Source: an optimization exercise on an open RTL-to-GDS flow (aim: small area and a short achievable clock period). Production flows keep margins and buffers that such runs may drop.
Function was checked by simulation only, so behaviour that the tests miss may differ from the original.
No activity file was given, so power comes from the tool's default toggle rates.

Setup of job 568:
## neuron_l2
module neuron_l2 (
    input clk,
    input reset,
    input enable,
    input startup,
    input signed [17*16-1:0] in,
    input signed [15:0] weight,
    output reg signed [15:0] out,
    output reg outvalid,
    output reg tmp3
);
export LEC_CHECK = 0
export CAP_MARGIN = 20
export CORE_MARGIN = 2
export CORE_UTILIZATION = 40
export CTS_CLUSTER_DIAMETER = 100
export CTS_CLUSTER_SIZE = 30
export SETUP_SLACK_MARGIN = 4.5
export SLEW_MARGIN = 20
create_clock -name core_clock -period 7.0 [get_ports {clk}]
standard.sh (not shown) runs the stock make flow with config.mk's settings and CLKGATE_MAP_FILE= SYNTH_SCRIPT=/design/flow/synth_recipe.tcl, a recipe that flattens the netlist after the stock synthesis.
==> flow/flow/run.sh <==
#!/bin/bash
# Standard layout, with plain buffers (not delay cells) on the ports.
set -euo pipefail
export BUFFER_PORTS_ARGS="-buffer_cell sky130_fd_sc_hd__buf_1"
bash standard.sh synth > make_synth.log 2>&1
bash standard.sh finish > make_finish.log 2>&1
Job 568 | status: complete | timing, DRC, antenna: pass
Modified inputs, job 2533 compared to job 568
Settings: ABC_AREA: unset -> 1.
==> notes.md <==
Summary of job 2533 over job 568: buffering overhead has increased, number of logic stages on the critical path including buffering has increased, utilization has increased. Portion of total power attributed to combinational logic delta for job 2533 relative to job 568: 3.0 points higher. In summary, job 2533 completed successfully, with a layout that passed the timing, design-rule and antenna checks. Width of the die: job 568 and job 2533 compared, higher one is job 2533. Overall via count from detail_route in job 2533 vs job 568: up 8.4%.

========
== xenon ==
neuron_l2, a different RTL version from the one above (not shown whole).
Size: about 2000 cells after synthesis, ~22000 sq um of cells after synthesis.
Design neuron_l2, start of the top module:
module neuron_l2 (
    input clk,
    input reset,
    input enable,
    input startup,
    input signed [17*16-1:0] in,
    input signed [15:0] weight,
    output reg signed [15:0] out,
    output reg outvalid,
    output reg tmp3
);
Settings: LEC_CHECK=0, CAP_MARGIN=20, CORE_MARGIN=2, CORE_UTILIZATION=40, CTS_CLUSTER_DIAMETER=100, CTS_CLUSTER_SIZE=30, SETUP_SLACK_MARGIN=4.4, SLEW_MARGIN=20; clock period 7.0 ns.
Scripts as last shown in full above: flow/flow/run.sh
For indigo, these inputs were changed with respect to xenon:
Settings: CORE_UTILIZATION changed from 40 to 50; SETUP_SLACK_MARGIN changed from 4.4 to 4.6.
==> notes.md <==
- indigo finished all stages; the layout is clean.
- indigo ends up with a final net count that is about 0.3% higher than in xenon.
- Delta (indigo minus xenon): total of cells resized after clock tree synthesis shows an increase of 37, final area shows an increase of about 0.4%, clock power share shows a reduction of 0.3 points, non-clock buffer count shows an increase of 8.
- Compared xenon against indigo; number of sequential storage elements within noise.
- Highest net fanout along the worst path: indigo lower than xenon
What ember does differently from indigo at the input level:
Settings: a change of CORE_UTILIZATION from 50 to 40; a change of SETUP_SLACK_MARGIN from 4.6 to 4.5.
==> comparison <==
Changes observed in ember relative to indigo: achievable clock frequency did not really move, cell internal power dissipation essentially unchanged. Number of gates resized after CTS for ember: 33 down relative to indigo. Die outline area came out higher on ember than on indigo. Against indigo as the reference, ember delivers a lower via count. In the metrics for indigo and ember, the one carrying the higher met3 capacity usage during global routing is indigo. For ember, the top routing layer in use was met4, unlike indigo, where it was met5. Comparing indigo and ember, the higher count of TritonRoute iterations in the first routing pass is on indigo. Compared with indigo, ember shows a lower number of setup buffers added after CTS.
Edits applied to the flow inputs when going from ember to maple:
Settings: a change of SETUP_SLACK_MARGIN from 4.5 to 4.7.
Reported for maple and ember, post-route DRC violation count turned out identical to the last digit.
Comparing ember with maple, the later-pin clock latency in the skew report came out essentially unchanged.
Re number of buffers inserted by post-CTS setup repair: ember was lower than maple.
A timing startpoint of the critical path of xr[5]$_DFF_P_ is what ember shows, while tmp3$_SDFF_PP0_ belongs to maple.
Relative to ember, transition time at the pin with the least slew margin has gone down in maple.
Diff maple and ember: portion of total power attributed to the clock network lower in maple
Higher fraction of the cycle the final worst path needs goes to maple over ember.
Changes in sierra relative to maple:
Settings: SETUP_SLACK_MARGIN changed from 4.7 to 4.65.
Results
The switching fraction of total power reported for sierra is smaller than that of maple by 0.48 points.
The final reports for sierra and maple show wire length after detailed routing lower in the former.
In the reports for sierra and maple, the larger count of clock-net buffers in the final layout belongs to maple.
Number of non-clock buffers came out lower on sierra than on maple.
Summary of sierra over maple: length of routed met2 wiring lost 8.2%; proportion of power drawn by the clock network held steady.
outvalid as the endpoint of the worst setup timing path was reported by sierra, and tmp3 by maple.
sierra against maple: total power fell about 3%; synthesis-to-finish area growth dropped 1.9 points.
The following lists how onyx was set up differently from sierra:
Settings: SETUP_SLACK_MARGIN now 4.6, was 4.65; GPL_ROUTABILITY_DRIVEN now 0, previously not set.
### Flow results
Share of cells above drive strength 1: higher on sierra. Status: clock latency on the worst-skew pair parity (sierra, onyx). Compared with sierra, in onyx total power has increased, routed via count has remained practically unchanged.

==> port drivers added, routing unchanged <==
No port has a modelled driver above. Below, the same layouts with a new extraction and two added sets of constraints.
Step 1 sets driving cells, clkbuf_16 on the clock port and buf_2 on the other inputs (assumed; they add their load-dependent delay and slew).
Step 2 moves the port delays by t, midway between the first and last clock arrival at a register: inputs arrive t later, outputs are due t later. That takes back most of the time a late clock gives input paths.
Slacks: ideal / step 1 / step 2; pairs: ideal / step 1.
| run | t, ns | slack for setup (ns) | worst setup path after step 2 | cell pins on the clock port's net |
|---|---|---|---|---|
| job 568 | 0.633 | 4.560 / 4.502 / 3.945 | input to register | 1 |
| job 2533 | 0.641 | 4.522 / 4.488 / 3.914 | input to register | 1 |
| xenon | 0.635 | 4.520 / 4.470 / 3.925 | input to register | 1 |
| indigo | 0.632 | 4.568 / 4.512 / 4.128 | input to register | 1 |
| ember | 0.631 | 4.562 / 4.511 / 4.172 | input to register | 1 |
| maple | 0.631 | 4.537 / 4.484 / 4.203 | input to register | 1 |
| sierra | 0.633 | 4.572 / 4.517 / 4.199 | input to register | 1 |
| onyx | 0.631 | 4.572 / 4.516 / 4.112 | input to register | 1 |
After both steps setup and hold are still met in every run listed. The setup slack of job 568, which loses most, moves by -0.058 ns with the drivers and by -0.615 ns with both steps.
